What follows belongs to an exercise in optimizing a design on an open flow for small area and a short achievable clock period; a production flow would make more cautious choices. The RTL was checked by simulation tests, not by an equivalence proof against the original design. Power is estimated from default activity; no workload was simulated.

`design.v`:
```
module mac(input clk, input rst, input [15:0] x, input [15:0] y, output [31:0] acc);
reg r0_0;
reg r1_0;
reg r2_0;
reg r3_0;
reg r4_0;
reg r5_0;
reg r6_0;
reg r6_1;
reg r7_0;
reg r7_1;
reg r8_0;
reg r8_1;
reg r9_0;
reg r9_1;
reg r10_0;
reg r10_1;
reg r11_0;
reg r11_1;
reg r12_0;
reg r12_1;
reg r13_0;
reg r13_1;
reg r14_0;
reg r14_1;
reg r15_0;
reg r15_1;
reg r16_0;
reg r16_1;
reg r17_0;
reg r17_1;
reg r18_0;
reg r18_1;
reg r19_0;
reg r19_1;
reg r20_0;
reg r20_1;
reg r21_0;
reg r21_1;
reg r22_0;
reg r22_1;
reg r23_0;
reg r23_1;
reg r24_0;
reg r24_1;
reg r25_0;
reg r25_1;
reg r26_0;
reg r26_1;
reg r27_0;
reg r27_1;
reg r28_0;
reg r28_1;
reg r29_0;
reg r29_1;
reg r30_0;
reg r30_1;
reg r31_0;
reg rci;
wire p1;
wire p2;
wire p3;
wire p4;
wire p5;
wire p6;
wire p7;
wire p8;
wire p9;
wire p10;
wire p11;
wire p12;
wire p13;
wire p14;
wire p15;
wire p16;
wire p17;
wire p18;
wire p19;
wire p20;
wire p21;
wire p22;
wire p23;
wire p24;
wire p25;
wire p26;
wire p27;
wire p28;
wire p29;
wire p30;
wire p31;
wire p32;
wire p33;
wire p34;
wire p35;
wire p36;
wire p37;
wire p38;
wire p39;
wire p40;
wire p41;
wire p42;
wire p43;
wire p44;
wire p45;
wire p46;
wire p47;
wire p48;
wire p49;
wire p50;
wire p51;
wire p52;
wire p53;
wire p54;
wire p55;
wire p56;
wire p57;
wire p58;
wire p59;
wire p60;
wire p61;
wire p62;
wire p63;
wire p64;
wire p65;
wire p66;
wire p67;
wire p68;
wire p69;
wire p70;
wire p71;
wire p72;
wire p73;
wire p74;
wire p75;
wire p76;
wire p77;
wire p78;
wire p79;
wire p80;
wire p81;
wire p82;
wire p83;
wire p84;
wire p85;
wire p86;
wire p87;
wire p88;
wire p89;
wire p90;
wire p91;
wire p92;
wire p93;
wire p94;
wire p95;
wire p96;
wire p97;
wire p98;
wire p99;
wire p100;
wire p101;
wire p102;
wire p103;
wire p104;
wire p105;
wire p106;
wire p107;
wire p108;
wire p109;
wire p110;
wire p111;
wire p112;
wire p113;
wire p114;
wire p115;
wire p116;
wire p117;
wire p118;
wire p119;
wire p120;
wire p121;
wire p122;
wire p123;
wire p124;
wire p125;
wire p126;
wire p127;
wire p128;
wire p129;
wire p130;
wire p131;
wire p132;
wire p133;
wire p134;
wire p135;
wire p136;
wire p137;
wire p138;
wire p139;
wire p140;
wire p141;
wire p142;
wire p143;
wire p144;
wire p145;
wire p146;
wire p147;
wire p148;
wire p149;
wire p150;
wire p151;
wire p152;
wire p153;
wire p154;
wire p155;
wire p156;
wire p157;
wire p158;
wire p159;
wire p160;
wire p161;
wire p162;
wire p163;
wire p164;
wire p165;
wire p166;
wire p167;
wire p168;
wire p169;
wire p170;
wire p171;
wire p172;
wire p173;
wire p174;
wire p175;
wire p176;
wire p177;
wire p178;
wire p179;
wire p180;
wire p181;
wire p182;
wire p183;
wire p184;
wire p185;
wire p186;
wire p187;
wire p188;
wire p189;
wire p190;
wire p191;
wire p192;
wire p193;
wire p194;
wire p195;
wire p196;
wire p197;
wire p198;
wire p199;
wire p200;
wire p201;
wire p202;
wire p203;
wire p204;
wire p205;
wire p206;
wire p207;
wire p208;
wire p209;
wire p210;
wire p211;
wire p212;
wire p213;
wire p214;
wire p215;
wire p216;
wire p217;
wire p218;
wire p219;
wire p220;
wire p221;
wire p222;
wire p223;
wire p224;
wire p225;
wire p226;
wire p227;
wire p228;
wire p229;
wire p230;
wire p231;
wire p232;
wire p233;
wire p234;
wire p235;
wire p236;
wire p237;
wire p238;
wire p239;
wire p240;
wire p241;
wire p242;
wire p243;
wire p244;
wire p245;
wire p246;
wire p247;
wire p248;
wire p249;
wire p250;
wire p251;
wire p252;
wire p253;
wire p254;
wire p255;
wire p256;
wire s257;
wire c258;
wire s259;
wire c260;
wire s261;
wire c262;
wire s263;
wire c264;
wire s265;
wire c266;
wire s267;
wire c268;
wire s269;
wire c270;
wire s271;
wire c272;
wire s273;
wire c274;
wire s275;
wire c276;
wire s277;
wire c278;
wire s279;
wire c280;
wire s281;
wire c282;
wire s283;
wire c284;
wire s285;
wire c286;
wire s287;
wire c288;
wire s289;
wire c290;
wire s291;
wire c292;
wire s293;
wire c294;
wire s295;
wire c296;
wire s297;
wire c298;
wire s299;
wire c300;
wire s301;
wire c302;
wire s303;
wire c304;
wire s305;
wire c306;
wire s307;
wire c308;
wire s309;
wire c310;
wire s311;
wire c312;
wire s313;
wire c314;
wire s315;
wire c316;
wire s317;
wire c318;
wire s319;
wire c320;
wire s321;
wire c322;
wire s323;
wire c324;
wire s325;
wire c326;
wire s327;
wire c328;
wire s329;
wire c330;
wire s331;
wire c332;
wire s333;
wire c334;
wire s335;
wire c336;
wire s337;
wire c338;
wire s339;
wire c340;
wire s341;
wire c342;
wire s343;
wire c344;
wire s345;
wire c346;
wire s347;
wire c348;
wire s349;
wire c350;
wire s351;
wire c352;
wire s353;
wire c354;
wire s355;
wire c356;
wire s357;
wire c358;
wire s359;
wire c360;
wire s361;
wire c362;
wire s363;
wire c364;
wire s365;
wire c366;
wire s367;
wire c368;
wire s369;
wire c370;
wire s371;
wire c372;
wire s373;
wire c374;
wire s375;
wire c376;
wire s377;
wire c378;
wire s379;
wire c380;
wire s381;
wire c382;
wire s383;
wire c384;
wire s385;
wire c386;
wire s387;
wire c388;
wire s389;
wire c390;
wire s391;
wire c392;
wire s393;
wire c394;
wire s395;
wire c396;
wire s397;
wire c398;
wire s399;
wire c400;
wire s401;
wire c402;
wire s403;
wire c404;
wire s405;
wire c406;
wire s407;
wire c408;
wire s409;
wire c410;
wire s411;
wire c412;
wire s413;
wire c414;
wire s415;
wire c416;
wire s417;
wire c418;
wire s419;
wire c420;
wire s421;
wire c422;
wire s423;
wire c424;
wire s425;
wire c426;
wire s427;
wire c428;
wire s429;
wire c430;
wire s431;
wire c432;
wire s433;
wire c434;
wire s435;
wire c436;
wire s437;
wire c438;
wire s439;
wire c440;
wire s441;
wire c442;
wire s443;
wire c444;
wire s445;
wire c446;
wire s447;
wire c448;
wire s449;
wire c450;
wire s451;
wire c452;
wire s453;
wire c454;
wire s455;
wire c456;
wire s457;
wire c458;
wire s459;
wire c460;
wire s461;
wire c462;
wire s463;
wire c464;
wire s465;
wire c466;
wire s467;
wire c468;
wire s469;
wire c470;
wire s471;
wire c472;
wire s473;
wire c474;
wire s475;
wire c476;
wire s477;
wire c478;
wire s479;
wire c480;
wire s481;
wire c482;
wire s483;
wire c484;
wire s485;
wire c486;
wire s487;
wire c488;
wire s489;
wire c490;
wire s491;
wire c492;
wire s493;
wire c494;
wire s495;
wire c496;
wire s497;
wire c498;
wire s499;
wire c500;
wire s501;
wire c502;
wire s503;
wire c504;
wire s505;
wire c506;
wire s507;
wire c508;
wire s509;
wire c510;
wire s511;
wire c512;
wire s513;
wire c514;
wire s515;
wire c516;
wire s517;
wire c518;
wire s519;
wire c520;
wire s521;
wire c522;
wire s523;
wire c524;
wire s525;
wire c526;
wire s527;
wire c528;
wire s529;
wire c530;
wire s531;
wire c532;
wire s533;
wire c534;
wire s535;
wire c536;
wire s537;
wire c538;
wire s539;
wire c540;
wire s541;
wire c542;
wire s543;
wire c544;
wire s545;
wire c546;
wire s547;
wire c548;
wire s549;
wire c550;
wire s551;
wire c552;
wire s553;
wire c554;
wire s555;
wire c556;
wire s557;
wire c558;
wire s559;
wire c560;
wire s561;
wire c562;
wire s563;
wire c564;
wire s565;
wire c566;
wire s567;
wire c568;
wire s569;
wire c570;
wire s571;
wire c572;
wire s573;
wire c574;
wire s575;
wire c576;
wire s577;
wire c578;
wire s579;
wire c580;
wire s581;
wire c582;
wire s583;
wire c584;
wire s585;
wire c586;
wire s587;
wire c588;
wire s589;
wire c590;
wire s591;
wire c592;
wire s593;
wire c594;
wire s595;
wire c596;
wire s597;
wire c598;
wire s599;
wire c600;
wire s601;
wire c602;
wire s603;
wire c604;
wire s605;
wire c606;
wire s607;
wire c608;
wire s609;
wire c610;
wire s611;
wire c612;
wire s613;
wire c614;
wire s615;
wire c616;
wire s617;
wire c618;
wire s619;
wire c620;
wire s621;
wire c622;
wire s623;
wire c624;
wire s625;
wire c626;
wire s627;
wire c628;
wire s629;
wire c630;
wire s631;
wire c632;
wire s633;
wire c634;
wire s635;
wire c636;
wire s637;
wire c638;
wire s639;
wire c640;
wire s641;
wire c642;
wire s643;
wire c644;
wire s645;
wire c646;
wire s647;
wire c648;
wire s649;
wire c650;
wire s651;
wire c652;
wire s653;
wire c654;
wire s655;
wire c656;
wire s657;
wire c658;
wire s659;
wire c660;
wire s661;
wire c662;
wire s663;
wire c664;
wire s665;
wire c666;
wire s667;
wire c668;
wire s669;
wire c670;
wire s671;
wire c672;
wire s673;
wire c674;
wire s675;
wire c676;
wire s677;
wire c678;
wire s679;
wire c680;
wire s681;
wire c682;
wire s683;
wire c684;
wire s685;
wire c686;
wire s687;
wire c688;
wire s689;
wire c690;
wire s691;
wire c692;
wire s693;
wire c694;
wire s695;
wire c696;
wire s697;
wire c698;
wire s699;
wire c700;
wire s701;
wire c702;
wire s703;
wire c704;
wire s705;
wire c706;
wire s707;
wire c708;
wire s709;
wire c710;
wire s711;
wire c712;
wire s713;
wire c714;
wire s715;
wire c716;
wire s717;
wire c718;
wire s719;
wire c720;
wire s721;
wire c722;
wire s723;
wire c724;
wire s725;
wire c726;
wire s727;
wire c728;
wire s729;
wire c730;
wire s731;
wire c732;
wire s733;
wire c734;
wire s735;
wire c736;
wire s737;
wire c738;
wire s739;
wire c740;
wire s741;
wire c742;
wire s743;
wire c744;
wire s745;
wire c746;
wire s747;
wire c748;
wire s749;
wire c750;
wire s751;
wire c752;
wire s753;
wire c754;
wire s755;
wire c756;
wire s757;
wire c758;
wire s759;
wire c760;
wire s761;
wire c762;
wire s763;
wire c764;
wire s765;
wire c766;
wire s767;
wire c768;
wire s769;
wire c770;
wire s771;
wire c772;
wire s773;
wire c774;
wire s775;
wire c776;
wire s777;
wire c778;
wire s779;
wire c780;
wire s781;
wire c782;
wire s783;
wire c784;
wire s785;
wire c786;
wire s787;
wire c788;
wire s789;
wire c790;
wire s791;
wire c792;
wire s793;
wire c794;
wire s795;
wire c796;
wire s797;
wire c798;
wire s799;
wire c800;
wire s801;
wire c802;
wire x803;
wire x804;
wire [15:0] xg = x;
wire r0_0_f = ~r0_0;
wire r1_0_f = ~r1_0;
wire r2_0_f = ~r2_0;
wire r3_0_f = ~r3_0;
wire r4_0_f = ~r4_0;
wire r5_0_f = ~r5_0;
wire r6_0_f = ~r6_0;
wire r6_1_f = ~r6_1;
wire r7_0_f = ~r7_0;
wire r7_1_f = ~r7_1;
wire r8_0_f = ~r8_0;
wire r8_1_f = ~r8_1;
wire r9_0_f = ~r9_0;
wire r9_1_f = ~r9_1;
wire r10_0_f = ~r10_0;
wire r10_1_f = ~r10_1;
wire r11_0_f = ~r11_0;
wire r11_1_f = ~r11_1;
wire r12_0_f = ~r12_0;
wire r12_1_f = ~r12_1;
wire r13_0_f = ~r13_0;
wire r13_1_f = ~r13_1;
wire r14_0_f = ~r14_0;
wire r14_1_f = ~r14_1;
wire r15_0_f = ~r15_0;
wire r15_1_f = ~r15_1;
wire r16_0_f = ~r16_0;
wire r16_1_f = ~r16_1;
wire r17_0_f = ~r17_0;
wire r17_1_f = ~r17_1;
wire r18_0_f = ~r18_0;
wire r18_1_f = ~r18_1;
wire r19_0_f = ~r19_0;
wire r19_1_f = ~r19_1;
wire r20_0_f = ~r20_0;
wire r20_1_f = ~r20_1;
wire r21_0_f = ~r21_0;
wire r21_1_f = ~r21_1;
wire r22_0_f = ~r22_0;
wire r22_1_f = ~r22_1;
wire r23_0_f = ~r23_0;
wire r23_1_f = ~r23_1;
wire r24_0_f = ~r24_0;
wire r24_1_f = ~r24_1;
wire r25_0_f = ~r25_0;
wire r25_1_f = ~r25_1;
wire r26_0_f = ~r26_0;
wire r26_1_f = ~r26_1;
wire r27_0_f = ~r27_0;
wire r27_1_f = ~r27_1;
wire r28_0_f = ~r28_0;
wire r28_1_f = ~r28_1;
wire r29_0_f = ~r29_0;
wire r29_1_f = ~r29_1;
wire r30_0_f = ~r30_0;
wire r30_1_f = ~r30_1;
wire r31_0_f = ~r31_0;
wire rci_f = ~rci;
assign p1 = ~(xg[0] & y[0]);
assign p2 = ~(xg[0] & y[1]);
assign p3 = ~(xg[0] & y[2]);
assign p4 = ~(xg[0] & y[3]);
assign p5 = ~(xg[0] & y[4]);
assign p6 = ~(xg[0] & y[5]);
assign p7 = ~(xg[0] & y[6]);
assign p8 = ~(xg[0] & y[7]);
assign p9 = ~(xg[0] & y[8]);
assign p10 = ~(xg[0] & y[9]);
assign p11 = ~(xg[0] & y[10]);
assign p12 = ~(xg[0] & y[11]);
assign p13 = ~(xg[0] & y[12]);
assign p14 = ~(xg[0] & y[13]);
assign p15 = ~(xg[0] & y[14]);
assign p16 = ~(xg[0] & y[15]);
assign p17 = ~(xg[1] & y[0]);
assign p18 = ~(xg[1] & y[1]);
assign p19 = ~(xg[1] & y[2]);
assign p20 = ~(xg[1] & y[3]);
assign p21 = ~(xg[1] & y[4]);
assign p22 = ~(xg[1] & y[5]);
assign p23 = ~(xg[1] & y[6]);
assign p24 = ~(xg[1] & y[7]);
assign p25 = ~(xg[1] & y[8]);
assign p26 = ~(xg[1] & y[9]);
assign p27 = ~(xg[1] & y[10]);
assign p28 = ~(xg[1] & y[11]);
assign p29 = ~(xg[1] & y[12]);
assign p30 = ~(xg[1] & y[13]);
assign p31 = ~(xg[1] & y[14]);
assign p32 = ~(xg[1] & y[15]);
assign p33 = ~(xg[2] & y[0]);
assign p34 = ~(xg[2] & y[1]);
assign p35 = ~(xg[2] & y[2]);
assign p36 = ~(xg[2] & y[3]);
assign p37 = ~(xg[2] & y[4]);
assign p38 = ~(xg[2] & y[5]);
assign p39 = ~(xg[2] & y[6]);
assign p40 = ~(xg[2] & y[7]);
assign p41 = ~(xg[2] & y[8]);
assign p42 = ~(xg[2] & y[9]);
assign p43 = ~(xg[2] & y[10]);
assign p44 = ~(xg[2] & y[11]);
assign p45 = ~(xg[2] & y[12]);
assign p46 = ~(xg[2] & y[13]);
assign p47 = ~(xg[2] & y[14]);
assign p48 = ~(xg[2] & y[15]);
assign p49 = ~(xg[3] & y[0]);
assign p50 = ~(xg[3] & y[1]);
assign p51 = ~(xg[3] & y[2]);
assign p52 = ~(xg[3] & y[3]);
assign p53 = ~(xg[3] & y[4]);
assign p54 = ~(xg[3] & y[5]);
assign p55 = ~(xg[3] & y[6]);
assign p56 = ~(xg[3] & y[7]);
assign p57 = ~(xg[3] & y[8]);
assign p58 = ~(xg[3] & y[9]);
assign p59 = ~(xg[3] & y[10]);
assign p60 = ~(xg[3] & y[11]);
assign p61 = ~(xg[3] & y[12]);
assign p62 = ~(xg[3] & y[13]);
assign p63 = ~(xg[3] & y[14]);
assign p64 = ~(xg[3] & y[15]);
assign p65 = ~(xg[4] & y[0]);
assign p66 = ~(xg[4] & y[1]);
assign p67 = ~(xg[4] & y[2]);
assign p68 = ~(xg[4] & y[3]);
assign p69 = ~(xg[4] & y[4]);
assign p70 = ~(xg[4] & y[5]);
assign p71 = ~(xg[4] & y[6]);
assign p72 = ~(xg[4] & y[7]);
assign p73 = ~(xg[4] & y[8]);
assign p74 = ~(xg[4] & y[9]);
assign p75 = ~(xg[4] & y[10]);
assign p76 = ~(xg[4] & y[11]);
assign p77 = ~(xg[4] & y[12]);
assign p78 = ~(xg[4] & y[13]);
assign p79 = ~(xg[4] & y[14]);
assign p80 = ~(xg[4] & y[15]);
assign p81 = ~(xg[5] & y[0]);
assign p82 = ~(xg[5] & y[1]);
assign p83 = ~(xg[5] & y[2]);
assign p84 = ~(xg[5] & y[3]);
assign p85 = ~(xg[5] & y[4]);
assign p86 = ~(xg[5] & y[5]);
assign p87 = ~(xg[5] & y[6]);
assign p88 = ~(xg[5] & y[7]);
assign p89 = ~(xg[5] & y[8]);
assign p90 = ~(xg[5] & y[9]);
assign p91 = ~(xg[5] & y[10]);
assign p92 = ~(xg[5] & y[11]);
assign p93 = ~(xg[5] & y[12]);
assign p94 = ~(xg[5] & y[13]);
assign p95 = ~(xg[5] & y[14]);
assign p96 = ~(xg[5] & y[15]);
assign p97 = ~(xg[6] & y[0]);
assign p98 = ~(xg[6] & y[1]);
assign p99 = ~(xg[6] & y[2]);
assign p100 = ~(xg[6] & y[3]);
assign p101 = ~(xg[6] & y[4]);
assign p102 = ~(xg[6] & y[5]);
assign p103 = ~(xg[6] & y[6]);
assign p104 = ~(xg[6] & y[7]);
assign p105 = ~(xg[6] & y[8]);
assign p106 = ~(xg[6] & y[9]);
assign p107 = ~(xg[6] & y[10]);
assign p108 = ~(xg[6] & y[11]);
assign p109 = ~(xg[6] & y[12]);
assign p110 = ~(xg[6] & y[13]);
assign p111 = ~(xg[6] & y[14]);
assign p112 = ~(xg[6] & y[15]);
assign p113 = ~(xg[7] & y[0]);
assign p114 = ~(xg[7] & y[1]);
assign p115 = ~(xg[7] & y[2]);
assign p116 = ~(xg[7] & y[3]);
assign p117 = ~(xg[7] & y[4]);
assign p118 = ~(xg[7] & y[5]);
assign p119 = ~(xg[7] & y[6]);
assign p120 = ~(xg[7] & y[7]);
assign p121 = ~(xg[7] & y[8]);
assign p122 = ~(xg[7] & y[9]);
assign p123 = ~(xg[7] & y[10]);
assign p124 = ~(xg[7] & y[11]);
assign p125 = ~(xg[7] & y[12]);
assign p126 = ~(xg[7] & y[13]);
assign p127 = ~(xg[7] & y[14]);
assign p128 = ~(xg[7] & y[15]);
assign p129 = ~(xg[8] & y[0]);
assign p130 = ~(xg[8] & y[1]);
assign p131 = ~(xg[8] & y[2]);
assign p132 = ~(xg[8] & y[3]);
assign p133 = ~(xg[8] & y[4]);
assign p134 = ~(xg[8] & y[5]);
assign p135 = ~(xg[8] & y[6]);
assign p136 = ~(xg[8] & y[7]);
assign p137 = ~(xg[8] & y[8]);
assign p138 = ~(xg[8] & y[9]);
assign p139 = ~(xg[8] & y[10]);
assign p140 = ~(xg[8] & y[11]);
assign p141 = ~(xg[8] & y[12]);
assign p142 = ~(xg[8] & y[13]);
assign p143 = ~(xg[8] & y[14]);
assign p144 = ~(xg[8] & y[15]);
assign p145 = ~(xg[9] & y[0]);
assign p146 = ~(xg[9] & y[1]);
assign p147 = ~(xg[9] & y[2]);
assign p148 = ~(xg[9] & y[3]);
assign p149 = ~(xg[9] & y[4]);
assign p150 = ~(xg[9] & y[5]);
assign p151 = ~(xg[9] & y[6]);
assign p152 = ~(xg[9] & y[7]);
assign p153 = ~(xg[9] & y[8]);
assign p154 = ~(xg[9] & y[9]);
assign p155 = ~(xg[9] & y[10]);
assign p156 = ~(xg[9] & y[11]);
assign p157 = ~(xg[9] & y[12]);
assign p158 = ~(xg[9] & y[13]);
assign p159 = ~(xg[9] & y[14]);
assign p160 = ~(xg[9] & y[15]);
assign p161 = ~(xg[10] & y[0]);
assign p162 = ~(xg[10] & y[1]);
assign p163 = ~(xg[10] & y[2]);
assign p164 = ~(xg[10] & y[3]);
assign p165 = ~(xg[10] & y[4]);
assign p166 = ~(xg[10] & y[5]);
assign p167 = ~(xg[10] & y[6]);
assign p168 = ~(xg[10] & y[7]);
assign p169 = ~(xg[10] & y[8]);
assign p170 = ~(xg[10] & y[9]);
assign p171 = ~(xg[10] & y[10]);
assign p172 = ~(xg[10] & y[11]);
assign p173 = ~(xg[10] & y[12]);
assign p174 = ~(xg[10] & y[13]);
assign p175 = ~(xg[10] & y[14]);
assign p176 = ~(xg[10] & y[15]);
assign p177 = ~(xg[11] & y[0]);
assign p178 = ~(xg[11] & y[1]);
assign p179 = ~(xg[11] & y[2]);
assign p180 = ~(xg[11] & y[3]);
assign p181 = ~(xg[11] & y[4]);
assign p182 = ~(xg[11] & y[5]);
assign p183 = ~(xg[11] & y[6]);
assign p184 = ~(xg[11] & y[7]);
assign p185 = ~(xg[11] & y[8]);
assign p186 = ~(xg[11] & y[9]);
assign p187 = ~(xg[11] & y[10]);
assign p188 = ~(xg[11] & y[11]);
assign p189 = ~(xg[11] & y[12]);
assign p190 = ~(xg[11] & y[13]);
assign p191 = ~(xg[11] & y[14]);
assign p192 = ~(xg[11] & y[15]);
assign p193 = ~(xg[12] & y[0]);
assign p194 = ~(xg[12] & y[1]);
assign p195 = ~(xg[12] & y[2]);
assign p196 = ~(xg[12] & y[3]);
assign p197 = ~(xg[12] & y[4]);
assign p198 = ~(xg[12] & y[5]);
assign p199 = ~(xg[12] & y[6]);
assign p200 = ~(xg[12] & y[7]);
assign p201 = ~(xg[12] & y[8]);
assign p202 = ~(xg[12] & y[9]);
assign p203 = ~(xg[12] & y[10]);
assign p204 = ~(xg[12] & y[11]);
assign p205 = ~(xg[12] & y[12]);
assign p206 = ~(xg[12] & y[13]);
assign p207 = ~(xg[12] & y[14]);
assign p208 = ~(xg[12] & y[15]);
assign p209 = ~(xg[13] & y[0]);
assign p210 = ~(xg[13] & y[1]);
assign p211 = ~(xg[13] & y[2]);
assign p212 = ~(xg[13] & y[3]);
assign p213 = ~(xg[13] & y[4]);
assign p214 = ~(xg[13] & y[5]);
assign p215 = ~(xg[13] & y[6]);
assign p216 = ~(xg[13] & y[7]);
assign p217 = ~(xg[13] & y[8]);
assign p218 = ~(xg[13] & y[9]);
assign p219 = ~(xg[13] & y[10]);
assign p220 = ~(xg[13] & y[11]);
assign p221 = ~(xg[13] & y[12]);
assign p222 = ~(xg[13] & y[13]);
assign p223 = ~(xg[13] & y[14]);
assign p224 = ~(xg[13] & y[15]);
assign p225 = ~(xg[14] & y[0]);
assign p226 = ~(xg[14] & y[1]);
assign p227 = ~(xg[14] & y[2]);
assign p228 = ~(xg[14] & y[3]);
assign p229 = ~(xg[14] & y[4]);
assign p230 = ~(xg[14] & y[5]);
assign p231 = ~(xg[14] & y[6]);
assign p232 = ~(xg[14] & y[7]);
assign p233 = ~(xg[14] & y[8]);
assign p234 = ~(xg[14] & y[9]);
assign p235 = ~(xg[14] & y[10]);
assign p236 = ~(xg[14] & y[11]);
assign p237 = ~(xg[14] & y[12]);
assign p238 = ~(xg[14] & y[13]);
assign p239 = ~(xg[14] & y[14]);
assign p240 = ~(xg[14] & y[15]);
assign p241 = ~(xg[15] & y[0]);
assign p242 = ~(xg[15] & y[1]);
assign p243 = ~(xg[15] & y[2]);
assign p244 = ~(xg[15] & y[3]);
assign p245 = ~(xg[15] & y[4]);
assign p246 = ~(xg[15] & y[5]);
assign p247 = ~(xg[15] & y[6]);
assign p248 = ~(xg[15] & y[7]);
assign p249 = ~(xg[15] & y[8]);
assign p250 = ~(xg[15] & y[9]);
assign p251 = ~(xg[15] & y[10]);
assign p252 = ~(xg[15] & y[11]);
assign p253 = ~(xg[15] & y[12]);
assign p254 = ~(xg[15] & y[13]);
assign p255 = ~(xg[15] & y[14]);
assign p256 = ~(xg[15] & y[15]);
fa us257 (r0_0_f, p1, 1'b1, s257, c258);
fa us259 (r1_0_f, p17, p2, s259, c260);
fa us261 (c258, s259, 1'b1, s261, c262);
fa us263 (r2_0_f, p18, p3, s263, c264);
fa us265 (p33, c260, s263, s265, c266);
fa us267 (c262, s265, 1'b1, s267, c268);
fa us269 (r3_0_f, p19, p34, s269, c270);
fa us271 (p4, p49, c264, s271, c272);
fa us273 (s269, c266, s271, s273, c274);
fa us275 (c268, s273, 1'b1, s275, c276);
fa us277 (r4_0_f, p20, p35, s277, c278);
fa us279 (p5, p50, p65, s279, c280);
fa us281 (c270, s277, s279, s281, c282);
fa us283 (c272, s281, c274, s283, c284);
fa us285 (c276, s283, 1'b1, s285, c286);
fa us287 (r5_0_f, p21, p36, s287, c288);
fa us289 (p51, p6, p66, s289, c290);
fa us291 (p81, c278, c280, s291, c292);
fa us293 (s287, s289, c282, s293, c294);
fa us295 (s291, s293, c284, s295, c296);
fa us297 (c286, s295, 1'b1, s297, c298);
fa us299 (r6_0_f, r6_1_f, rci_f, s299, c300);
fa us301 (r11_0_f, r11_1_f, 1'b1, s301, c302);
fa us303 (r12_0_f, r12_1_f, p103, s303, c304);
fa us305 (p118, p13, 1'b1, s305, c306);
fa us307 (r13_0_f, r13_1_f, p104, s307, c308);
fa us309 (p119, p134, p14, s309, c310);
fa us311 (p149, p164, 1'b1, s311, c312);
fa us313 (r14_0_f, r14_1_f, p105, s313, c314);
fa us315 (p120, p135, p15, s315, c316);
fa us317 (p150, p165, p180, s317, c318);
fa us319 (p195, p210, 1'b1, s319, c320);
fa us321 (r15_0_f, r15_1_f, p106, s321, c322);
fa us323 (p121, p136, p151, s323, c324);
fa us325 (p16, p166, p181, s325, c326);
fa us327 (p196, p211, p226, s327, c328);
fa us329 (p241, p31, 1'b1, s329, c330);
fa us331 (r16_0_f, r16_1_f, p107, s331, c332);
fa us333 (p122, p137, p152, s333, c334);
fa us335 (p167, p182, p197, s335, c336);
fa us337 (p212, p227, p242, s337, c338);
fa us339 (p32, p47, 1'b1, s339, c340);
fa us341 (r17_0_f, r17_1_f, p108, s341, c342);
fa us343 (p123, p138, p153, s343, c344);
fa us345 (p168, p183, p198, s345, c346);
fa us347 (p213, p228, p243, s347, c348);
fa us349 (r18_0_f, r18_1_f, p109, s349, c350);
fa us351 (p124, p139, p154, s351, c352);
fa us353 (p169, p184, p199, s353, c354);
fa us355 (r19_0_f, r19_1_f, p110, s355, c356);
fa us357 (p125, p140, p155, s357, c358);
fa us359 (r20_0_f, r20_1_f, p111, s359, c360);
fa us361 (s299, p22, p37, s361, c362);
fa us363 (p52, p67, p7, s363, c364);
fa us365 (r7_0_f, r7_1_f, c300, s365, c366);
fa us367 (p113, p23, p38, s367, c368);
fa us369 (r8_0_f, r8_1_f, p114, s369, c370);
fa us371 (p129, p24, p39, s371, c372);
fa us373 (r9_0_f, r9_1_f, p10, s373, c374);
fa us375 (p100, p115, p130, s375, c376);
fa us377 (p145, p25, 1'b1, s377, c378);
fa us379 (r10_0_f, r10_1_f, p101, s379, c380);
fa us381 (p11, p116, p131, s381, c382);
fa us383 (p146, p161, p26, s383, c384);
fa us385 (p41, p56, 1'b1, s385, c386);
fa us387 (s301, p102, p117, s387, c388);
fa us389 (p12, p132, p147, s389, c390);
fa us391 (p162, p177, p27, s391, c392);
fa us393 (p42, p57, p72, s393, c394);
fa us395 (c302, p133, p148, s395, c396);
fa us397 (p163, p178, p193, s397, c398);
fa us399 (p28, p43, p58, s399, c400);
fa us401 (p73, p88, s303, s401, c402);
fa us403 (p179, p194, p209, s403, c404);
fa us405 (p29, p44, p59, s405, c406);
fa us407 (p74, p89, c304, s407, c408);
fa us409 (c306, s307, s309, s409, c410);
fa us411 (p225, p30, p45, s411, c412);
fa us413 (p60, p75, p90, s413, c414);
fa us415 (c308, c310, c312, s415, c416);
fa us417 (s313, s315, s317, s417, c418);
fa us419 (p46, p61, p76, s419, c420);
fa us421 (p91, c314, c316, s421, c422);
fa us423 (c318, c320, s321, s423, c424);
fa us425 (s323, s325, s327, s425, c426);
fa us427 (p62, p77, p92, s427, c428);
fa us429 (c322, c324, c326, s429, c430);
fa us431 (c328, c330, s331, s431, c432);
fa us433 (s333, s335, s337, s433, c434);
fa us435 (p48, p63, p78, s435, c436);
fa us437 (p93, c332, c334, s437, c438);
fa us439 (c336, c338, c340, s439, c440);
fa us441 (s341, s343, s345, s441, c442);
fa us443 (p214, p229, p244, s443, c444);
fa us445 (p64, p79, p94, s445, c446);
fa us447 (c342, c344, c346, s447, c448);
fa us449 (c348, s349, s351, s449, c450);
fa us451 (p170, p185, p200, s451, c452);
fa us453 (p215, p230, p245, s453, c454);
fa us455 (p80, p95, c350, s455, c456);
fa us457 (c352, c354, s355, s457, c458);
fa us459 (p126, p141, p156, s459, c460);
fa us461 (p171, p186, p201, s461, c462);
fa us463 (p216, p231, p246, s463, c464);
fa us465 (p96, c356, c358, s465, c466);
fa us467 (r21_0_f, r21_1_f, p112, s467, c468);
fa us469 (p127, p142, p157, s469, c470);
fa us471 (p172, p187, p202, s471, c472);
fa us473 (p217, p232, p247, s473, c474);
fa us475 (r22_0_f, r22_1_f, p128, s475, c476);
fa us477 (p143, p158, p173, s477, c478);
fa us479 (p188, p203, p218, s479, c480);
fa us481 (r23_0_f, r23_1_f, p144, s481, c482);
fa us483 (p159, p174, p189, s483, c484);
fa us485 (r24_0_f, r24_1_f, p160, s485, c486);
fa us487 (p82, p97, c288, s487, c488);
fa us489 (c290, s361, 1'b1, s489, c490);
fa us491 (s365, p53, p68, s491, c492);
fa us493 (p8, p83, p98, s493, c494);
fa us495 (c362, c364, 1'b1, s495, c496);
fa us497 (c366, p54, p69, s497, c498);
fa us499 (p84, p9, p99, s499, c500);
fa us501 (c368, s369, s371, s501, c502);
fa us503 (p40, p55, p70, s503, c504);
fa us505 (p85, c370, c372, s505, c506);
fa us507 (s373, s375, s377, s507, c508);
fa us509 (p71, p86, c374, s509, c510);
fa us511 (c376, c378, s379, s511, c512);
fa us513 (s381, s383, s385, s513, c514);
fa us515 (p87, c380, c382, s515, c516);
fa us517 (c384, c386, s387, s517, c518);
fa us519 (s389, s391, s393, s519, c520);
fa us521 (c388, c390, c392, s521, c522);
fa us523 (c394, s305, s395, s523, c524);
fa us525 (s397, s399, s401, s525, c526);
fa us527 (c396, c398, c400, s527, c528);
fa us529 (s311, s403, s405, s529, c530);
fa us531 (c402, s407, s409, s531, c532);
fa us533 (c404, c406, s319, s533, c534);
fa us535 (s411, s413, c408, s535, c536);
fa us537 (c410, s415, s417, s537, c538);
fa us539 (c412, c414, s329, s539, c540);
fa us541 (s419, c416, c418, s541, c542);
fa us543 (s421, s423, s425, s543, c544);
fa us545 (c420, s339, s427, s545, c546);
fa us547 (c422, c424, c426, s547, c548);
fa us549 (s429, s431, s433, s549, c550);
fa us551 (c428, s347, s435, s551, c552);
fa us553 (c430, c432, c434, s553, c554);
fa us555 (s437, s439, s441, s555, c556);
fa us557 (c436, s353, s443, s557, c558);
fa us559 (s445, c438, c440, s559, c560);
fa us561 (c442, s447, s449, s561, c562);
fa us563 (c444, c446, s357, s563, c564);
fa us565 (s451, s453, c448, s565, c566);
fa us567 (c450, s455, s457, s567, c568);
fa us569 (c452, c454, s359, s569, c570);
fa us571 (s459, s461, s463, s571, c572);
fa us573 (c456, c458, s465, s573, c574);
fa us575 (c360, c460, c462, s575, c576);
fa us577 (c464, s467, s469, s577, c578);
fa us579 (s471, s473, c466, s579, c580);
fa us581 (p233, p248, c468, s581, c582);
fa us583 (c470, c472, c474, s583, c584);
fa us585 (s475, s477, s479, s585, c586);
fa us587 (p204, p219, p234, s587, c588);
fa us589 (p249, c476, c478, s589, c590);
fa us591 (c480, s481, s483, s591, c592);
fa us593 (p175, p190, p205, s593, c594);
fa us595 (p220, p235, p250, s595, c596);
fa us597 (c482, c484, s485, s597, c598);
fa us599 (r25_0_f, r25_1_f, p176, s599, c600);
fa us601 (p191, p206, p221, s601, c602);
fa us603 (p236, p251, c486, s603, c604);
fa us605 (r26_0_f, r26_1_f, p192, s605, c606);
fa us607 (p207, p222, p237, s607, c608);
fa us609 (r27_0_f, r27_1_f, p208, s609, c610);
fa us611 (s363, c292, s487, s611, c612);
fa us613 (s367, s491, s493, s613, c614);
fa us615 (c488, c490, 1'b1, s615, c616);
fa us617 (c492, c494, s497, s617, c618);
fa us619 (s499, c496, s501, s619, c620);
fa us621 (c498, c500, s503, s621, c622);
fa us623 (c502, s505, s507, s623, c624);
fa us625 (c504, c506, c508, s625, c626);
fa us627 (s509, s511, s513, s627, c628);
fa us629 (c510, c512, c514, s629, c630);
fa us631 (s515, s517, s519, s631, c632);
fa us633 (c516, c518, c520, s633, c634);
fa us635 (s521, s523, s525, s635, c636);
fa us637 (c522, c524, s527, s637, c638);
fa us639 (s529, c526, s531, s639, c640);
fa us641 (c528, c530, s533, s641, c642);
fa us643 (s535, c532, s537, s643, c644);
fa us645 (c534, s539, c536, s645, c646);
fa us647 (c538, s541, s543, s647, c648);
fa us649 (c540, s545, c542, s649, c650);
fa us651 (c544, s547, s549, s651, c652);
fa us653 (c546, s551, c548, s653, c654);
fa us655 (c550, s553, s555, s655, c656);
fa us657 (c552, s557, c554, s657, c658);
fa us659 (s559, c556, s561, s659, c660);
fa us661 (c558, s563, c560, s661, c662);
fa us663 (s565, c562, s567, s663, c664);
fa us665 (c564, s569, s571, s665, c666);
fa us667 (c566, c568, s573, s667, c668);
fa us669 (c570, c572, s575, s669, c670);
fa us671 (s577, c574, s579, s671, c672);
fa us673 (c576, c578, s581, s673, c674);
fa us675 (s583, s585, c580, s675, c676);
fa us677 (s587, c582, c584, s677, c678);
fa us679 (c586, s589, s591, s679, c680);
fa us681 (c588, s593, s595, s681, c682);
fa us683 (c590, c592, s597, s683, c684);
fa us685 (c594, c596, s599, s685, c686);
fa us687 (s601, c598, s603, s687, c688);
fa us689 (p252, c600, c602, s689, c690);
fa us691 (s605, s607, c604, s691, c692);
fa us693 (p223, p238, p253, s693, c694);
fa us695 (c606, c608, s609, s695, c696);
fa us697 (r28_0_f, r28_1_f, p224, s697, c698);
fa us699 (p239, p254, c610, s699, c700);
fa us701 (r29_0_f, r29_1_f, p240, s701, c702);
fa us703 (s489, c294, 1'b1, s703, c704);
fa us705 (s495, s613, c612, s705, c706);
fa us707 (c614, s617, c616, s707, c708);
fa us709 (c618, s621, c620, s709, c710);
fa us711 (c622, c624, s625, s711, c712);
fa us713 (c626, c628, s629, s713, c714);
fa us715 (c630, c632, s633, s715, c716);
fa us717 (c634, s637, c636, s717, c718);
fa us719 (c638, s641, c640, s719, c720);
fa us721 (c642, s645, c644, s721, c722);
fa us723 (c646, s649, c648, s723, c724);
fa us725 (c650, s653, c652, s725, c726);
fa us727 (c654, s657, c656, s727, c728);
fa us729 (c658, s661, c660, s729, c730);
fa us731 (s665, c662, c664, s731, c732);
fa us733 (c666, s669, c668, s733, c734);
fa us735 (c670, s673, c672, s735, c736);
fa us737 (c674, s677, s679, s737, c738);
fa us739 (s681, c678, c680, s739, c740);
fa us741 (c682, s685, c684, s741, c742);
fa us743 (c686, s689, c688, s743, c744);
fa us745 (s693, c690, s695, s745, c746);
fa us747 (c694, s697, c696, s747, c748);
fa us749 (p255, c698, s701, s749, c750);
fa us751 (r30_0_f, r30_1_f, p256, s751, c752);
fa us753 (s611, s703, 1'b1, s753, c754);
fa us755 (s615, c704, s705, s755, c756);
fa us757 (s619, c706, s707, s757, c758);
fa us759 (s623, c708, s709, s759, c760);
fa us761 (s627, c710, s711, s761, c762);
fa us763 (s631, c712, s713, s763, c764);
fa us765 (c714, s715, s635, s765, c766);
fa us767 (c716, s639, s717, s767, c768);
fa us769 (s643, c718, s719, s769, c770);
fa us771 (s647, c720, s721, s771, c772);
fa us773 (s651, c722, s723, s773, c774);
fa us775 (s655, c724, s725, s775, c776);
fa us777 (s659, c726, s727, s777, c778);
fa us779 (s663, c728, s729, s779, c780);
fa us781 (s667, c730, s731, s781, c782);
fa us783 (s671, c732, s733, s783, c784);
fa us785 (s675, c734, s735, s785, c786);
fa us787 (c676, s737, c736, s787, c788);
fa us789 (s683, c738, s739, s789, c790);
fa us791 (s687, c740, s741, s791, c792);
fa us793 (s691, c742, s743, s793, c794);
fa us795 (c692, s745, c744, s795, c796);
fa us797 (s699, c746, s747, s797, c798);
fa us799 (c700, s749, c748, s799, c800);
fa us801 (c702, s751, c750, s801, c802);
assign x803 = ~(r31_0_f ^ c752);
assign x804 = ~(x803 ^ c802);
always @(posedge clk) begin
  r0_0 <= ~(rst | s257);
  r1_0 <= ~(rst | s261);
  r2_0 <= ~(rst | s267);
  r3_0 <= ~(rst | s275);
  r4_0 <= ~(rst | s285);
  r5_0 <= ~(rst | s297);
  r6_0 <= ~(rst | c296);
  r6_1 <= ~(rst | s753);
  r7_0 <= ~(rst | c754);
  r7_1 <= ~(rst | s755);
  r8_0 <= ~(rst | c756);
  r8_1 <= ~(rst | s757);
  r9_0 <= ~(rst | c758);
  r9_1 <= ~(rst | s759);
  r10_0 <= ~(rst | c760);
  r10_1 <= ~(rst | s761);
  r11_0 <= ~(rst | c762);
  r11_1 <= ~(rst | s763);
  r12_0 <= ~(rst | c764);
  r12_1 <= ~(rst | s765);
  r13_0 <= ~(rst | c766);
  r13_1 <= ~(rst | s767);
  r14_0 <= ~(rst | c768);
  r14_1 <= ~(rst | s769);
  r15_0 <= ~(rst | c770);
  r15_1 <= ~(rst | s771);
  r16_0 <= ~(rst | c772);
  r16_1 <= ~(rst | s773);
  r17_0 <= ~(rst | c774);
  r17_1 <= ~(rst | s775);
  r18_0 <= ~(rst | c776);
  r18_1 <= ~(rst | s777);
  r19_0 <= ~(rst | c778);
  r19_1 <= ~(rst | s779);
  r20_0 <= ~(rst | c780);
  r20_1 <= ~(rst | s781);
  r21_0 <= ~(rst | c782);
  r21_1 <= ~(rst | s783);
  r22_0 <= ~(rst | c784);
  r22_1 <= ~(rst | s785);
  r23_0 <= ~(rst | c786);
  r23_1 <= ~(rst | s787);
  r24_0 <= ~(rst | s789);
  r24_1 <= ~(rst | c788);
  r25_0 <= ~(rst | c790);
  r25_1 <= ~(rst | s791);
  r26_0 <= ~(rst | c792);
  r26_1 <= ~(rst | s793);
  r27_0 <= ~(rst | c794);
  r27_1 <= ~(rst | s795);
  r28_0 <= ~(rst | s797);
  r28_1 <= ~(rst | c796);
  r29_0 <= ~(rst | c798);
  r29_1 <= ~(rst | s799);
  r30_0 <= ~(rst | s801);
  r30_1 <= ~(rst | c800);
  r31_0 <= ~(rst | x804);
  rci <= ~(rst | c298);
end
assign acc[0] = r0_0;
assign acc[1] = r1_0;
assign acc[2] = r2_0;
assign acc[3] = r3_0;
assign acc[4] = r4_0;
assign acc[5] = r5_0;
wire [25:0] ra = {r31_0, r30_0, r29_0, r28_0, r27_0, r26_0, r25_0, r24_0, r23_0, r22_0, r21_0, r20_0, r19_0, r18_0, r17_0, r16_0, r15_0, r14_0, r13_0, r12_0, r11_0, r10_0, r9_0, r8_0, r7_0, r6_0};
wire [25:0] rb = {1'b0, r30_1, r29_1, r28_1, r27_1, r26_1, r25_1, r24_1, r23_1, r22_1, r21_1, r20_1, r19_1, r18_1, r17_1, r16_1, r15_1, r14_1, r13_1, r12_1, r11_1, r10_1, r9_1, r8_1, r7_1, r6_1};
addn u_add (ra, rb, rci, acc[31:6]);
endmodule
module addn(input [25:0] a, input [25:0] b, input ci, output [25:0] s);
wire [25:0] g, p, c;
pgen u_pg (a, b, g, p);
pfx u_pfx (g, p, ci, c);
assign s = p ^ c;
endmodule
module pgen(input [25:0] a, input [25:0] b, output [25:0] g, output [25:0] p);
assign g = a & b;
assign p = a ^ b;
endmodule
module pfx(input [25:0] g, input [25:0] p, input ci, output [25:0] c);
wire gc0 = g[0] | (p[0] & ci);
wire G1 = g[1] | (p[1] & gc0);
wire G2 = g[3] | (p[3] & g[2]);
wire P2 = p[3] & p[2];
wire G3 = g[5] | (p[5] & g[4]);
wire P3 = p[5] & p[4];
wire G4 = g[7] | (p[7] & g[6]);
wire P4 = p[7] & p[6];
wire G5 = g[9] | (p[9] & g[8]);
wire P5 = p[9] & p[8];
wire G6 = g[11] | (p[11] & g[10]);
wire P6 = p[11] & p[10];
wire G7 = g[13] | (p[13] & g[12]);
wire P7 = p[13] & p[12];
wire G8 = g[15] | (p[15] & g[14]);
wire P8 = p[15] & p[14];
wire G9 = g[17] | (p[17] & g[16]);
wire P9 = p[17] & p[16];
wire G10 = g[19] | (p[19] & g[18]);
wire P10 = p[19] & p[18];
wire G11 = g[21] | (p[21] & g[20]);
wire P11 = p[21] & p[20];
wire G12 = g[23] | (p[23] & g[22]);
wire P12 = p[23] & p[22];
wire G13 = g[25] | (p[25] & g[24]);
wire P13 = p[25] & p[24];
wire G14 = g[2] | (p[2] & G1);
wire G15 = G2 | (P2 & G1);
wire G16 = g[6] | (p[6] & G3);
wire P16 = p[6] & P3;
wire G17 = G4 | (P4 & G3);
wire P17 = P4 & P3;
wire G18 = g[10] | (p[10] & G5);
wire P18 = p[10] & P5;
wire G19 = G6 | (P6 & G5);
wire P19 = P6 & P5;
wire G20 = g[14] | (p[14] & G7);
wire P20 = p[14] & P7;
wire G21 = G8 | (P8 & G7);
wire P21 = P8 & P7;
wire G22 = g[18] | (p[18] & G9);
wire P22 = p[18] & P9;
wire G23 = G10 | (P10 & G9);
wire P23 = P10 & P9;
wire G24 = g[22] | (p[22] & G11);
wire P24 = p[22] & P11;
wire G25 = G12 | (P12 & G11);
wire P25 = P12 & P11;
wire G26 = g[4] | (p[4] & G15);
wire G27 = G3 | (P3 & G15);
wire G28 = G16 | (P16 & G15);
wire G29 = G17 | (P17 & G15);
wire G30 = g[12] | (p[12] & G19);
wire P30 = p[12] & P19;
wire G31 = G7 | (P7 & G19);
wire P31 = P7 & P19;
wire G32 = G20 | (P20 & G19);
wire P32 = P20 & P19;
wire G33 = G21 | (P21 & G19);
wire P33 = P21 & P19;
wire G34 = g[20] | (p[20] & G23);
wire P34 = p[20] & P23;
wire G35 = G11 | (P11 & G23);
wire P35 = P11 & P23;
wire G36 = G24 | (P24 & G23);
wire P36 = P24 & P23;
wire G37 = G25 | (P25 & G23);
wire P37 = P25 & P23;
wire G38 = g[8] | (p[8] & G29);
wire G39 = G5 | (P5 & G29);
wire G40 = G18 | (P18 & G29);
wire G41 = G19 | (P19 & G29);
wire G42 = G30 | (P30 & G29);
wire G43 = G31 | (P31 & G29);
wire G44 = G32 | (P32 & G29);
wire G45 = G33 | (P33 & G29);
wire G46 = g[24] | (p[24] & G37);
wire P46 = p[24] & P37;
wire G47 = G13 | (P13 & G37);
wire P47 = P13 & P37;
wire G48 = g[16] | (p[16] & G45);
wire G49 = G9 | (P9 & G45);
wire G50 = G22 | (P22 & G45);
wire G51 = G23 | (P23 & G45);
wire G52 = G34 | (P34 & G45);
wire G53 = G35 | (P35 & G45);
wire G54 = G36 | (P36 & G45);
wire G55 = G37 | (P37 & G45);
wire G56 = G46 | (P46 & G45);
wire G57 = G47 | (P47 & G45);
assign c[0] = ci;
assign c[1] = gc0;
assign c[2] = G1;
assign c[3] = G14;
assign c[4] = G15;
assign c[5] = G26;
assign c[6] = G27;
assign c[7] = G28;
assign c[8] = G29;
assign c[9] = G38;
assign c[10] = G39;
assign c[11] = G40;
assign c[12] = G41;
assign c[13] = G42;
assign c[14] = G43;
assign c[15] = G44;
assign c[16] = G45;
assign c[17] = G48;
assign c[18] = G49;
assign c[19] = G50;
assign c[20] = G51;
assign c[21] = G52;
assign c[22] = G53;
assign c[23] = G54;
assign c[24] = G55;
assign c[25] = G56;
endmodule
module fa(input a, input b, input c, output s, output co);
assign s = a ^ b ^ c;
assign co = (a & b) | (a & c) | (b & c);
endmodule
```
`flow/run.sh`:
```
#!/bin/bash
# Layout: the standard ORFS flow (standard.sh, standard synthesis), with
#  - timing repair aimed at a setup slack of flow/margin ns, so the resizer
#    works on the real critical paths even though the clock period is loose
#    (no gate cloning, so each port keeps exactly one buffer),
#  - the standard port buffering (every port gets its own buffer), with the
#    buffer cell in flow/portbuf,
#  - a clock tree without dummy balancing loads, extra CTS options in flow/cts.
# standard.log here holds make's output; ORFS's own logs are in orfs/logs.
set -euo pipefail
M=$(cat flow/margin)
PB=$(cat flow/portbuf)
CTS_EXTRA=$(cat flow/cts 2>/dev/null || true)
cat >> config.mk <<EOC
export SETUP_SLACK_MARGIN = $M
export SKIP_GATE_CLONING = 1
export BUFFER_PORTS_ARGS = -buffer_cell $PB
export CTS_ARGS = -sink_clustering_enable -repair_clock_nets -dont_use_dummy_load $CTS_EXTRA
EOC
bash standard.sh > standard.log 2>&1
```
`flow/cts`:
```
-buf_list sky130_fd_sc_hd__clkbuf_16 -root_buf sky130_fd_sc_hd__clkbuf_16 -sink_clustering_size 60 -sink_clustering_max_diameter 500
```
`flow/margin`:
```
11.2
```
`flow/portbuf`:
```
sky130_fd_sc_hd__buf_1
```
`standard.sh`:
```
#!/bin/bash
# synth_recipe.tcl (not shown) runs the flow's synth.tcl, then flattens the netlist and writes it again
# the make line also repeats each setting of config.mk as NAME=value (left out here)
make -C /OpenROAD-flow-scripts/flow DESIGN_CONFIG=/design/flow/config.mk WORK_HOME=/design/flow/orfs CLKGATE_MAP_FILE= SYNTH_SCRIPT=/design/flow/synth_recipe.tcl "${@:-finish}"
```
`config.mk`:
```
export PLATFORM = sky130hd
export DESIGN_NAME = mac
export DESIGN_NICKNAME = mac
export VERILOG_FILES = /design/flow/design.v
export SDC_FILE = /design/flow/constraint.sdc
export NUM_CORES = 4
export LEC_CHECK = 0
export CAP_MARGIN = 20
export CORE_MARGIN = 2
export CORE_UTILIZATION = 40
export SLEW_MARGIN = 20
export SYNTH_HIERARCHICAL = 1
export SYNTH_MINIMUM_KEEP_SIZE = 0
export SETUP_SLACK_MARGIN = 11.2
export SKIP_GATE_CLONING = 1
export BUFFER_PORTS_ARGS = -buffer_cell sky130_fd_sc_hd__buf_1
export CTS_ARGS = -sink_clustering_enable -repair_clock_nets -dont_use_dummy_load -buf_list sky130_fd_sc_hd__clkbuf_16 -root_buf sky130_fd_sc_hd__clkbuf_16 -sink_clustering_size 60 -sink_clustering_max_diameter 500
```
`constraint.sdc`:
```
create_clock -name core_clock -period 18.0 [get_ports {clk}]
set_input_delay 3.6000 -clock core_clock [delete_from_list [all_inputs] [get_ports {clk}]]
set_output_delay 3.6000 -clock core_clock [all_outputs]
set_load 0.01 [all_outputs]
```
==> flow_metrics.py, run 1 <==
metrics = {
    "logic_synthesis": {
        "synth_ff_type": "dfxtp_1",
        "synth_top_area_share_pct": 56.7,
        "synth.most_common_cell": "fa_1",
        "synth_largest_area_cell": "fa_1",
        "netlist_instances": 923,
        "syn_avg_cell_area_um2": 10.4,
        "synth_seq_area_share_pct": 12.1,
        "synth-edff-count": 0,
        "ys_warn_count": 7,
        "ys_top_cells_by_count": "fa_1, nand2_1, inv_1, nor2_1, dfxtp_1",
        "synthArstFlopShare_pct": 0,
        "synth_cell_types": 34,
        "syn_area_um2": 9630,
        "synth_area_leaders": "fa_1, dfxtp_1, nand2_1",
        "synth-seq-cells": 58,
    },
    "power_and_ir_drop": {
        "fin_total_pwr_mw": 1.78,
        "power_frac_comb_pct": 79.2,
        "irDropWorstVdd_uv": 79.0,
        "p_switching_mw": 0.845,
        "switching_share_pct": 47.6,
        "intPower_mw": 0.930,
        "power_leakage_nw": 3.95,
        "p_clk_share_pct": 8.2,
        "power_density_nw_per_um2": 174,
        "seqPwrFrac_pct": 12.6,
    },
    "layout": {
        "nNetsFinal": 1262,
        "finish.instance_area_um2": 10200,
        "area_growth_pct": 5.73,
        "post_route_cells_drive_above_1_share_pct": 6.80,
    },
    "die": {
        "dieArea_um2": 25300,
        "core_um2": 23500,
        "die_y_um": 159,
        "die_w_um": 159,
        "rows": 56,
        "initial_core_util_pct": 40.9,
        "pin_count": 66,
    },
    "timing": {
        "rsz0062_at_grt": "yes",
        "min_period_ns": 6.73,
        "hold_viol_final": 0,
        "tightest_slew_ns": 0.666,
        "period_share_pct": 37.4,
        "slew_violations": 0,
        "clock_skew_ns": 0.0127,
        "maxSlewHeadroom_pct": 55.6,
        "setup_slack_ns": 11.27,
        "finalSetupViolations": 0,
        "setup_tns_ns": 0,
        "fmax_mhz": 148,
    },
    "drt": {
        "drt-total-wl_um": 23400,
        "post-route-drc-count": 0,
        "dr_total_vias": 6256,
        "drt-pass1-iter-count": 5,
        "final_antenna_net_count": 0,
        "wl_per_cell_um": 18.8,
        "via_per_inst": 5.02,
        "drt-initial-drc-count": 358,
    },
    "critical_path": {
        "cpLargestDelayFamily": "adder cells",
        "path_cells": "buf_1 > buf_4 > nand2_1 > fa_2 > fa_1 > fa_1 > fa_1 > fa_1 > fa_1 > nor2_1",
        "crit_path_frequent_cell": "fa_1",
        "start_kind": "input port",
        "path_class": "input port to flip-flop",
        "crit_arrival_ns": 6.92,
        "crit_required_ns": 18.18,
        "reg2reg_slack_ns": 14.45,
        "crit_slowest_cell": "fa_1",
        "crit_path_max_fanout": 16,
        "cp-end-kind": "flip-flop",
        "path_buf_inv": 2,
        "slowest_delay_ns": 0.53,
    },
    "clock_network": {
        "cts_root_buf": "clkbuf_16",
        "cts_tree": "yes",
        "cts_setup_buffers": 0,
        "clockBufferDepth": 2,
        "path_clk_slew_ns": 0.04,
        "cts_sinks": 58,
        "cts_resized": 48,
        "clkLatencyLatePin_ns": 0.34,
        "htreeDepth": 3,
        "numCtsBuffers": 9,
        "postCtsHoldBufs": 0,
    },
    "global_route": {
        "antenna_found_initial": 1,
        "grt_first_pass_wirelength_um": 38800,
        "grt_pass1_vias": 7144,
        "grt_max_degree": 59,
        "grt_overflow_total": 0,
        "track_usage_pct": 20.1,
    },
    "run": {
        "maxCapViolCount": 0,
    },
    "place": {
        "gp_congestion": 0.831,
        "portBuffers": 65,
        "hpwl_um": 18300,
        "placed_area_um2": 9880,
        "dp_slack_ns": 10.44,
    },
    "min_path": {
        "min_path_type": "flip-flop to flip-flop",
    },
    "outcome": {
        "status": "finished clean",
    },
}
-- kinds of logic after synthesis --
family | Yosys count | synth area share (%)
adder cells (fa/ha/maj) | 299 | 60.1
buffers and inverters | 161 | 8.59
AND/OR/NAND/NOR | 330 | 13.2
other | 2 | 0.0780
XOR/XNOR | 27 | 2.60
AO/OA/AOI/OAI | 46 | 3.39
flip-flops | 58 | 12.1
-- worst reg2reg max path: cells and delay by family (launching register included) --
kind | cells | cell delay [ns]
flops | 1 | 0.34
simple gates | 1 | 0.04
fa+ha+maj | 6 | 2.95
buf+inv | 1 | 0.07
-- per-stage QoR --
step	cells	hold slack [ns]	utilization [%]
floorplan	941	0.598	-
global placement	1237	0.617	42.0
detailed placement	1237	0.624	42.0
CTS	1246	0.636	43.1
global route	1247	0.658	43.3
finish	1247	0.627	43.3
-- placed cells by master (no fill, tap or decap), types with 2 or more instances in the layout --
| cell | count |
|---|---|
| clkbuf_4 | 11 |
| fa_2 | 14 |
| buf_6 | 4 |
| nand4_1 | 5 |
| inv_1 | 59 |
| clkbuf_16 | 9 |
| a31o_1 | 2 |
| buf_1 | 45 |
| nand2b_1 | 2 |
| dfxtp_1 | 58 |
| xor2_1 | 26 |
| ha_1 | 26 |
| clkbuf_2 | 2 |
| fa_1 | 259 |
| buf_2 | 7 |
| o21ai_0 | 3 |
| o21a_1 | 2 |
| a21o_1 | 20 |
| nor2_1 | 59 |
| nand2_1 | 261 |
| a21oi_1 | 8 |
| conb_1 | 20 |
| buf_4 | 10 |
-- layout make-up --
| class | count | area, um2 |
|---|---|---|
| repair buffers | 79 | 417 |
| well taps | 319 | 399 |
| fillers | 2315 | 13400 |
| flip-flops and latches | 58 | 1160 |
| diodes | 1 | 2.50 |
| inverters | 59 | 221 |
| clock buffers | 9 | 225 |
| multi-input cells | 722 | 7760 |
-- final timing paths --
check | start | to | cells after the start
min reg2reg | r0_0 | r0_0 | 3
max reg2reg | r11_0 | r13_1 | 8
max | x[7] | r20_1 | 10
min | r0_0 | r0_0 | 3
-- Yosys stat by module (local to each module, per instance) --
module	flip-flops and latches	cells	times used	area, um2
pgen	0	26	1	325
addn	0	26	1	228
fa	0	1	273	20.0
pfx	0	90	1	619
mac	58	508	1	2990
-- routing by layer --
layer	global-route usage, %	routed length [um]
met1	26.0	9850
met2	34.4	11900
met3	3.62	1120
met4	6.45	551
met5	0	0
-- power groups by stage --
stage / Combinational (mW) / Sequential [mW] / Clock, mW
finish: 1.41 / 0.224 / 0.146
global route: 1.66 / 0.230 / 0.155
CTS: 1.44 / 0.224 / 0.150
detailed placement: 1.43 / 0.226 / 0
global placement: 1.40 / 0.226 / 0
floorplan: 1.11 / 0.217 / 0
==> run 2: changes to the inputs <==
==> flow/cts (replaced) <==
-buf_list sky130_fd_sc_hd__clkbuf_8 -root_buf sky130_fd_sc_hd__clkbuf_8 -sink_clustering_size 60 -sink_clustering_max_diameter 500
--- a/config.mk
+++ b/config.mk
@@ -16,2 +16,2 @@
 export BUFFER_PORTS_ARGS = -buffer_cell sky130_fd_sc_hd__buf_1
-export CTS_ARGS = -sink_clustering_enable -repair_clock_nets -dont_use_dummy_load -buf_list sky130_fd_sc_hd__clkbuf_16 -root_buf sky130_fd_sc_hd__clkbuf_16 -sink_clustering_size 60 -sink_clustering_max_diameter 500
+export CTS_ARGS = -sink_clustering_enable -repair_clock_nets -dont_use_dummy_load -buf_list sky130_fd_sc_hd__clkbuf_8 -root_buf sky130_fd_sc_hd__clkbuf_8 -sink_clustering_size 60 -sink_clustering_max_diameter 500
==> run 2 against run 1 <==
Still clean. Non-clock buffer count stayed put. Fmax is 0.81% higher. Worst setup slack better by 0.054 ns. Clock power is 34% lower. Via count is 0.19% lower.
==> flow_metrics.py, run 2 <==
metrics = {
    "layout": {
        "layout_common_cells": "nand2_1, fa_1, nor2_1, inv_1, dfxtp_1",
        "seq_area_um2": 1160,
        "area_growth_pct": 4.87,
        "multi_input_area_um2": 7770,
        "layout_commonest_cell": "nand2_1",
        "final_util_pct": 42.9,
        "post_route_cells_drive_above_1_share_pct": 6.90,
        "fillCellCount": 2332,
        "nNetsFinal": 1262,
    },
    "critical_path": {
        "crit_path_max_fanout": 16,
        "reg2regPathDepth": 8,
        "cp-endpoint": "r20_1",
        "path_class": "input port to flip-flop",
        "slowest_delay_ns": 0.54,
        "path_cells": "clkbuf_4 > nand2_1 > fa_1 > fa_1 > fa_1 > fa_1 > fa_1 > fa_1 > nor2_1",
        "reg2reg_slack_ns": 14.45,
        "crit_arrival_ns": 6.89,
        "regToRegEndpoint": "r13_1",
        "crit_path_frequent_cell": "fa_1",
        "r2r-start": "r11_0",
        "crit_required_ns": 18.21,
        "crit_slowest_cell": "fa_1",
        "start_kind": "input port",
        "cp-end-kind": "flip-flop",
        "cp-startpoint": "y[8]",
    },
    "clock_network": {
        "clkLatencyLatePin_ns": 0.37,
        "path_clk_slew_ns": 0.06,
        "clockBufferDepth": 2,
        "htreeDepth": 3,
        "cts_sinks": 58,
        "cts_tree": "yes",
        "numCtsBuffers": 9,
        "cts_setup_buffers": 0,
        "cts_root_buf": "clkbuf_8",
    },
    "power_and_ir_drop": {
        "power_leakage_nw": 3.90,
        "power_density_nw_per_um2": 171,
        "irDropWorstVdd_uv": 79.9,
    },
    "logic_synthesis": {
        "synth_ff_type": "dfxtp_1",
        "synth.most_common_cell": "fa_1",
        "synth_area_leaders": "fa_1, dfxtp_1, nand2_1",
        "synth-seq-cells": 58,
        "synth_cell_types": 34,
        "netlist_instances": 923,
        "ys_top_cells_by_count": "fa_1, nand2_1, inv_1, nor2_1, dfxtp_1",
        "synth_top_area_share_pct": 56.7,
        "synth_seq_area_share_pct": 12.1,
        "synth-edff-count": 0,
        "syn_area_um2": 9630,
        "synthArstFlopShare_pct": 0,
        "synth_largest_area_cell": "fa_1",
        "ys_warn_count": 7,
        "syn_avg_cell_area_um2": 10.4,
    },
    "die": {
        "die_w_um": 159,
        "dieArea_um2": 25300,
        "pin_count": 66,
        "core_um2": 23500,
        "die_y_um": 159,
        "initial_core_util_pct": 40.9,
        "rows": 56,
    },
    "drt": {
        "dr_total_vias": 6244,
        "post-route-drc-count": 0,
        "final_antenna_net_count": 0,
        "via_per_inst": 5.00,
        "wl_per_cell_um": 18.7,
        "drt-initial-drc-count": 346,
        "drt-pass1-iter-count": 4,
        "drt-total-wl_um": 23400,
    },
    "global_route": {
        "grt_max_degree": 59,
        "antenna_found_initial": 1,
        "grt_pass1_vias": 7128,
        "grt_overflow_total": 0,
        "grt_first_pass_wirelength_um": 38800,
        "track_usage_pct": 20.1,
    },
    "timing": {
        "finalSetupViolations": 0,
        "tightest_slew_ns": 0.654,
        "clock_skew_ns": 0.0207,
        "min_period_ns": 6.68,
        "holdWs_ns": 0.630,
        "rsz0062_at_grt": "no",
        "slew_violations": 0,
        "setup_tns_ns": 0,
        "fmax_mhz": 150,
        "hold_viol_final": 0,
        "setup_slack_ns": 11.32,
        "maxSlewHeadroom_pct": 56.4,
        "period_share_pct": 37.1,
    },
    "place": {
        "portBuffers": 65,
        "hpwl_um": 18300,
        "gp_congestion": 0.831,
        "dp_slack_ns": 10.44,
    },
    "min_path": {
        "min_path_type": "flip-flop to flip-flop",
        "hold_depth": 3,
    },
    "outcome": {
        "status": "finished clean",
    },
    "run": {
        "maxCapViolCount": 0,
    },
}
## run 2: cell counts after synthesis
Identical to the previous run, type by type.
## run 2: how the worst min path moves through the flow
stage               startpoint  slack, ns     to
floorplan                 r0_0       0.60   r0_0
global placement          r0_0       0.62   r0_0
detailed placement       r31_0       0.62  r31_0
CTS                      r31_0       0.64  r31_0
global route             r31_0       0.66  r31_0
finish                    r0_0       0.63   r0_0
## run 2: cell families after synthesis
family                   synth area share (%)
other                                  0.0780
adder cells (fa/ha/maj)                  60.1
AO/OA/AOI/OAI                            3.39
buffers and inverters                    8.59
flip-flops                               12.1
XOR/XNOR                                 2.60
AND/OR/NAND/NOR                          13.2
## run 2: report_power, final
part | total, mW | internal, mW | switching, mW
registers | 0.224 | 0.195 | 0.0286
logic | 1.41 | 0.649 | 0.760
clock network | 0.0963 | 0.0444 | 0.0519
total | 1.73 | 0.889 | 0.841
## run 2: per-layer routing
metal | GRT usage, % | routed length (um) | share of wire [%] | up-vias
met3 | 3.07 | 1260 | 5.4 | 38
met1 | 26.0 | 9570 | 41 | 3300
met5 | 0 | 0 | 0 | -
li1 | - | - | - | 2706
met4 | 6.90 | 595 | 2.5 | 0
met2 | 34.6 | 11900 | 51 | 200
## run 2: area by class of cell
class,instances,share of cell area [%]
antenna,2,0.0495
clock buffer,9,1.23
tap,319,3.95
multi-input combinational,722,76.9
timing repair buffer,79,4.15
sequential,58,11.5
inverter,59,2.19
## run 2: critical path, delay by kind of cell
family	cells	cell delay, ns
buffers and inverters	1	0.26
adder cells (fa/ha/maj)	6	2.85
AND/OR/NAND/NOR	2	0.16
## run 2: metrics by stage
stage	power (mW)	cells	instance area (um2)
after floorplan	1.33	941	9930
after global placement	1.63	1237	9880
after detailed placement	1.65	1237	9880
after CTS	1.77	1246	10100
after global routing	2.00	1247	10100
final	1.73	1248	10100
## run 2: modules after synthesis, one instance, submodules excluded
module | flip-flops and latches | copies in the design | cell area, um2 | cells inside
pfx | 0 | 1 | 619 | 90
mac | 58 | 1 | 2990 | 508
addn | 0 | 1 | 228 | 26
fa | 0 | 273 | 20.0 | 1
pgen | 0 | 1 | 325 | 26
## run 2: timing repair
item | CTS | global route
setup endpoints to repair | 28 | 12
hold buffers | 0 | 0
gates resized for setup | 45 | 25

## re-timing with driven ports
How much do the figures lean on ideal ports? The routed layouts below were timed once more, with nothing changed but the port constraints. Step 1, drivers: a clkbuf_16 drives clk and a buf_2 each remaining input, both assumed. Step 2 also shifts input and output timing later by t, the mid clock arrival at the registers, as if the neighbouring blocks saw the same clock. Slacks: ideal / step 1 / step 2; pairs: ideal / step 1.
run	t (ns)	setup WS [ns]	worst slew at a driven data input, ns	cell pins on the clock port's net
run 1	0.382	11.266 / 11.272 / 10.890	0.07	1
run 2	0.405	11.320 / 11.326 / 10.932	0.08	1
After both steps every run listed still meets setup and hold. The setup slack of run 2, which loses most, moves by +0.006 ns with the drivers and by -0.388 ns with both steps.
